This is an optimization exercise on Yosys and OpenROAD, whose aim is small area, not a production implementation. Function was checked by simulation only, so behaviour that the tests miss may differ from the original.

==> flow/design.v (excerpt) <==
module axi4_mux #(
    parameter int AW = 16,
    parameter int AXI_ID_WIDTH = 4,
    parameter int AXI_DATA_WIDTH = 32,
    parameter int RR_PRIO_NUMBER = 4,
    parameter int FIXED_PRIO_NUMBER = 2,
    localparam int INPUT_NUMBER = RR_PRIO_NUMBER + FIXED_PRIO_NUMBER
) (
    input logic clk,
    input logic rst_n,
    input  logic [INPUT_NUMBER-1:0][AXI_ID_WIDTH-1:0] in_aw_id,
    input  logic [INPUT_NUMBER-1:0][          AW-1:0] in_aw_addr,
    input  logic [INPUT_NUMBER-1:0][             7:0] in_aw_len,
    input  logic [INPUT_NUMBER-1:0][             2:0] in_aw_size,
    input  logic [INPUT_NUMBER-1:0][             1:0] in_aw_burst,
    input  logic [INPUT_NUMBER-1:0]                   in_aw_valid,
    output logic [INPUT_NUMBER-1:0]                   in_aw_ready,
    input  logic [INPUT_NUMBER-1:0][    AXI_DATA_WIDTH-1:0] in_w_data,
    input  logic [INPUT_NUMBER-1:0][(AXI_DATA_WIDTH/8)-1:0] in_w_strb,
    input  logic [INPUT_NUMBER-1:0]                         in_w_last,
    input  logic [INPUT_NUMBER-1:0]                         in_w_valid,
    output logic [INPUT_NUMBER-1:0]                         in_w_ready,
    output logic [INPUT_NUMBER-1:0][AXI_ID_WIDTH-1:0] in_b_id,
    output logic [INPUT_NUMBER-1:0][             1:0] in_b_resp,
    output logic [INPUT_NUMBER-1:0]                   in_b_valid,
    input  logic [INPUT_NUMBER-1:0]                   in_b_ready,
    input  logic [INPUT_NUMBER-1:0][AXI_ID_WIDTH-1:0] in_ar_id,
    input  logic [INPUT_NUMBER-1:0][          AW-1:0] in_ar_addr,
    input  logic [INPUT_NUMBER-1:0][             7:0] in_ar_len,
    input  logic [INPUT_NUMBER-1:0][             2:0] in_ar_size,
    input  logic [INPUT_NUMBER-1:0][             1:0] in_ar_burst,
    input  logic [INPUT_NUMBER-1:0]                   in_ar_valid,
    output logic [INPUT_NUMBER-1:0]                   in_ar_ready,
    output logic [INPUT_NUMBER-1:0][  AXI_ID_WIDTH-1:0] in_r_id,
    output logic [INPUT_NUMBER-1:0][AXI_DATA_WIDTH-1:0] in_r_data,
    output logic [INPUT_NUMBER-1:0][               1:0] in_r_resp,
    output logic [INPUT_NUMBER-1:0]                     in_r_last,
    output logic [INPUT_NUMBER-1:0]                     in_r_valid,
    input  logic [INPUT_NUMBER-1:0]                     in_r_ready,
    output logic [AXI_ID_WIDTH-1:0] out_aw_id,
    output logic [          AW-1:0] out_aw_addr,
    output logic [             7:0] out_aw_len,
    output logic [             2:0] out_aw_size,
    output logic [             1:0] out_aw_burst,
    output logic                    out_aw_valid,
    input  logic                    out_aw_ready,
    output logic [    AXI_DATA_WIDTH-1:0] out_w_data,
    output logic [(AXI_DATA_WIDTH/8)-1:0] out_w_strb,
    output logic                          out_w_last,
    output logic                          out_w_valid,
    input  logic                          out_w_ready,
    input  logic [AXI_ID_WIDTH-1:0] out_b_id,
    input  logic [             1:0] out_b_resp,
    input  logic                    out_b_valid,
    output logic                    out_b_ready,
    output logic [AXI_ID_WIDTH-1:0] out_ar_id,
    output logic [          AW-1:0] out_ar_addr,
    output logic [             7:0] out_ar_len,
    output logic [             2:0] out_ar_size,
    output logic [             1:0] out_ar_burst,
    output logic                    out_ar_valid,
    input  logic                    out_ar_ready,
    input  logic [  AXI_ID_WIDTH-1:0] out_r_id,
    input  logic [AXI_DATA_WIDTH-1:0] out_r_data,
    input  logic [               1:0] out_r_resp,
    input  logic                      out_r_last,
    input  logic                      out_r_valid,
    output logic                      out_r_ready
);
Size: roughly 720 cells after synthesis, about 1100 I/O pins, ~5700 sq um of cells after synthesis.
export LEC_CHECK = 0
export CAP_MARGIN = 10
export CORE_AREA = 5 5 380 380
export CTS_BUF_LIST = sky130_fd_sc_hd__clkbuf_4 sky130_fd_sc_hd__clkbuf_8
export CTS_CLUSTER_DIAMETER = 400
export CTS_CLUSTER_SIZE = 20
export DIE_AREA = 0 0 385 385
export PLACE_DENSITY = 0.8
export SLEW_MARGIN = 10
export SYNTH_HIERARCHICAL = 1
export SYNTH_MINIMUM_KEEP_SIZE = 0
create_clock -name core_clock -period 6.0 [get_ports {clk}]
standard.sh (not shown) runs the stock make flow with config.mk's settings and CLKGATE_MAP_FILE= SYNTH_SCRIPT=/design/flow/synth_recipe.tcl, a recipe that flattens the netlist after the stock synthesis.
==> flow/flow/run.sh <==
#!/bin/bash
# The standard layout, with the smallest buffer cell on the ports.
set -euo pipefail
export BUFFER_PORTS_ARGS="-buffer_cell sky130_fd_sc_hd__buf_1"
bash standard.sh finish > standard_finish.log 2>&1
The first run passed the timing, DRC and antenna checks.
Edit:
Settings changed: CAP_MARGIN 10 to 0, CTS_CLUSTER_DIAMETER 400 to not set, CTS_CLUSTER_SIZE 20 to not set, SLEW_MARGIN 10 to 0.
The changed run completed with no timing, DRC or antenna violations; worst setup slack does not change; area after synthesis stays the same; count of clock-buffer cells in the layout does not change; wire length is unchanged.

[port drivers added, routing unchanged]
Ports are ideal in the flow. The routed layouts listed here were re-timed in OpenROAD. Step 1 (the two cells are an assumption about what drives the block):
set clk [get_ports {clk}]
set_driving_cell -lib_cell sky130_fd_sc_hd__clkbuf_16 $clk
set_driving_cell -lib_cell sky130_fd_sc_hd__buf_2 [delete_from_list [all_inputs] $clk]
Step 2 adds t to the input delays and takes it off the output delays; t is the mean of the earliest and latest rising clock arrival at the registers after step 1. Input paths then give back, and output paths get back, about the clock's delay inside the block. a / b / c = ideal / step 1 / step 2; a / b = the first two.
run | t (ns) | setup slack, ns | hold WS [ns] | worst setup path after step 2 | slew at the worst register clock pin (ns)
the first run | 0.291 | 1.863 / 1.841 / 1.841 | 0.556 / 0.556 / 0.556 | input to output | 0.06 / 0.06
the second run | 0.291 | 1.863 / 1.841 / 1.841 | 0.556 / 0.556 / 0.556 | input to output | 0.06 / 0.06
After both steps setup and hold are still met in every run listed.
